This design comes from an exercise in tuning for small area and a short achievable clock period on the open sky130 flow, not from production work. Only simulation tests tie the RTL to the original design; equivalence was not proved. No activity file was given, so power comes from the tool's default toggle rates.

Design MIPS_16_bit_Processor, start of the top module:
module MIPS_16_bit_Processor(data_in,clk,interrupt,reset,data_out,imem_addr,imem_rdata,dmem_en,dmem_we,dmem_addr,dmem_wdata,dmem_rdata,prediction,present_state);
For scale: about 3,800 cells after synthesis, ~720 flip-flops, ~140 I/O pins, roughly 40,000 um^2 of cells after synthesis.
==> flow/config.mk <==
export PLATFORM = sky130hd
export DESIGN_NAME = MIPS_16_bit_Processor
export DESIGN_NICKNAME = MIPS_16_bit_Processor
export VERILOG_FILES = /design/flow/design.v
export SDC_FILE = /design/flow/constraint.sdc
export NUM_CORES = 4
export LEC_CHECK = 0
export CAP_MARGIN = 35
export CORE_MARGIN = 2
export CORE_UTILIZATION = 40
export CTS_BUF_LIST = sky130_fd_sc_hd__clkbuf_4
export SLEW_MARGIN = 35
export SYNTH_HIERARCHICAL = 1
==> flow/constraint.sdc <==
create_clock -name core_clock -period 24.0 [get_ports {clk}]
set_input_delay 4.8000 -clock core_clock [delete_from_list [all_inputs] [get_ports {clk}]]
set_output_delay 4.8000 -clock core_clock [all_outputs]
set_load 0.01 [all_outputs]
standard.sh (not shown) runs the stock make flow with config.mk's settings and CLKGATE_MAP_FILE= SYNTH_SCRIPT=/design/flow/synth_recipe.tcl, a recipe that flattens the netlist after the stock synthesis.
==> flow/flow/run.sh <==
#!/bin/bash
set -euo pipefail
export SETUP_SLACK_MARGIN=12
export BUFFER_PORTS_ARGS="-buffer_cell sky130_fd_sc_hd__buf_2"
bash standard.sh > standard_flow.log 2>&1
Next try:
--- a/flow/config.mk
+++ b/flow/config.mk
@@ -11,3 +11,2 @@
 export CTS_BUF_LIST = sky130_fd_sc_hd__clkbuf_4
 export SLEW_MARGIN = 35
-export SYNTH_HIERARCHICAL = 1
What happened: Worst setup slack degrades by 1100 ps. Clock-buffer cell count fell by 5. Power rose by 5.0%. Fmax fell by 7.9%.

========
Another version of the RTL of MIPS_16_bit_Processor (not shown whole).
For scale: ~3600 cells after synthesis, about 720 flip-flops, ~39000 um2 of cells after synthesis.
## MIPS_16_bit_Processor
module MIPS_16_bit_Processor(data_in,clk,interrupt,reset,data_out,imem_addr,imem_rdata,dmem_en,dmem_we,dmem_addr,dmem_wdata,dmem_rdata,prediction,present_state);
Settings: LEC_CHECK=0, CAP_MARGIN=15, CORE_MARGIN=2, CORE_UTILIZATION=50, CTS_CLUSTER_DIAMETER=80, CTS_CLUSTER_SIZE=24, GPL_TIMING_DRIVEN=1, SLEW_MARGIN=15, SYNTH_HIERARCHICAL=1; clock period 24.0 ns.
==> flow/flow/run.sh <==
#!/bin/bash
set -euo pipefail
export SETUP_SLACK_MARGIN=12
export BUFFER_PORTS_ARGS="-buffer_cell sky130_fd_sc_hd__buf_2"
export CTS_ARGS="-sink_clustering_enable -repair_clock_nets -sink_clustering_size 24 -sink_clustering_max_diameter 80 -dont_use_dummy_load"
bash standard.sh > standard_flow.log 2>&1
The first run went through all stages and came out clean.
Change:
==> flow/flow/run.sh (replaced) <==
#!/bin/bash
set -euo pipefail
export SETUP_SLACK_MARGIN=12
export BUFFER_PORTS_ARGS="-buffer_cell sky130_fd_sc_hd__buf_2"
bash standard.sh > standard_flow.log 2>&1
- CORE_UTILIZATION: 50 -> 40
- CTS_CLUSTER_DIAMETER: 80 -> unset
- CTS_CLUSTER_SIZE: 24 -> unset
Outcome: Utilization decreases by 9.3 points. Count of clock-buffer cells in the layout increases by 50. Wire length decreases by 2.1%. Die area increases by 25%. Maximum frequency barely changes. Power increases by 13%.
Change:
==> flow/flow/run.sh (replaced) <==
#!/bin/bash
set -euo pipefail
export SETUP_SLACK_MARGIN=12
export BUFFER_PORTS_ARGS="-buffer_cell sky130_fd_sc_hd__buf_2"
export CTS_ARGS="-sink_clustering_enable -repair_clock_nets -sink_clustering_size 24 -sink_clustering_max_diameter 80 -dont_use_dummy_load"
bash standard.sh > standard_flow.log 2>&1
- CTS_CLUSTER_DIAMETER: unset -> 80
- CTS_CLUSTER_SIZE: unset -> 24
Routed wire length went down by 0.81%.
Worst setup slack degrades by 0.040 ns.
Global-route usage went down by 0.40 points.
Total power went down by 12%.
Core utilization went down by 1.5 points.

========
MIPS_16_bit_Processor again, from the RTL that the note above started with.
==> flow/config.mk <==
export PLATFORM = sky130hd
export DESIGN_NAME = MIPS_16_bit_Processor
export DESIGN_NICKNAME = MIPS_16_bit_Processor
export VERILOG_FILES = /design/flow/design.v
export SDC_FILE = /design/flow/constraint.sdc
export NUM_CORES = 4
export LEC_CHECK = 0
export CAP_MARGIN = 15
export CORE_MARGIN = 2
export CORE_UTILIZATION = 55
export CTS_CLUSTER_DIAMETER = 80
export CTS_CLUSTER_SIZE = 24
export GPL_TIMING_DRIVEN = 1
export SLEW_MARGIN = 15
export SYNTH_HIERARCHICAL = 1
==> flow/constraint.sdc <==
create_clock -name core_clock -period 24.0 [get_ports {clk}]
set_input_delay 4.8000 -clock core_clock [delete_from_list [all_inputs] [get_ports {clk}]]
set_output_delay 4.8000 -clock core_clock [all_outputs]
set_load 0.01 [all_outputs]
==> flow/flow/run.sh <==
#!/bin/bash
set -euo pipefail
export SETUP_SLACK_MARGIN=12
export BUFFER_PORTS_ARGS="-buffer_cell sky130_fd_sc_hd__buf_2"
export CTS_ARGS="-sink_clustering_enable -repair_clock_nets -sink_clustering_size 24 -sink_clustering_max_diameter 80 -dont_use_dummy_load"
bash standard.sh > standard_flow.log 2>&1
The baseline completed with no timing, DRC or antenna violations.
Then changed:
==> flow/flow/run.sh (replaced) <==
#!/bin/bash
set -euo pipefail
export SETUP_SLACK_MARGIN=12
export BUFFER_PORTS_ARGS="-buffer_cell sky130_fd_sc_hd__buf_2"
bash standard.sh > standard_flow.log 2>&1
Settings changed: CORE_UTILIZATION 55 to 40.
Result:
- global-route usage decreases by 12 points
- non-clock buffer count goes up by 33
- clock skew is lower by 0.061 ns
- hold slack stays flat
Then changed:
Settings changed: CORE_UTILIZATION 40 to 50.
Count of clock-buffer cells in the layout climbs by 10.
Synthesized area stays the same.
Power climbs by 2.2%.
Core utilization climbs by 11 points.
Global-route usage climbs by 10 points.
Worst setup slack is better by 0.081 ns.
Worst hold slack is worse by 0.0034 ns.

-- port drivers added, routing unchanged --
In the flow no input, the clock included, has a driving cell. The finished layouts below were timed again as built, in two steps. Step 1: set_driving_cell puts a clkbuf_16 on clk and a buf_2 on each other input, an assumption about the parent block. Step 2 moves the port delays by t, midway between the first and last clock arrival at a register: inputs arrive t later, outputs are due t later. That takes back most of the time a late clock gives input paths. Slacks: no drivers / after step 1 / after step 2; pairs: no drivers / after step 1.
run	t, ns	setup WS [ns]	worst setup path at the end	clock arrival spread, ns	cell pins on the clock port's net
the first run of note 1	1.169	11.174 / 11.086 / 11.086	input to output	0.120 / 0.120	1
the second run of note 1	1.177	10.080 / 9.989 / 9.989	input to output	0.130 / 0.129	1
the first run of note 2	0.675	11.135 / 11.086 / 11.086	input to output	0.143 / 0.144	1
the second run of note 2	0.710	11.126 / 11.064 / 11.064	input to output	0.059 / 0.059	1
the third run of note 2	0.684	11.086 / 11.002 / 11.002	input to output	0.154 / 0.155	1
the first run of note 3	0.673	11.108 / 11.059 / 11.059	input to output	0.132 / 0.133	1
the second run of note 3	0.719	11.093 / 11.041 / 11.041	input to output	0.084 / 0.084	1
the third run of note 3	0.707	11.174 / 11.096 / 11.096	input to output	0.060 / 0.060	1
After both steps every run listed still meets setup and hold. For the second run of note 1, which loses most, drivers alone change the setup slack by -0.091 ns; drivers and shift together by -0.091 ns.
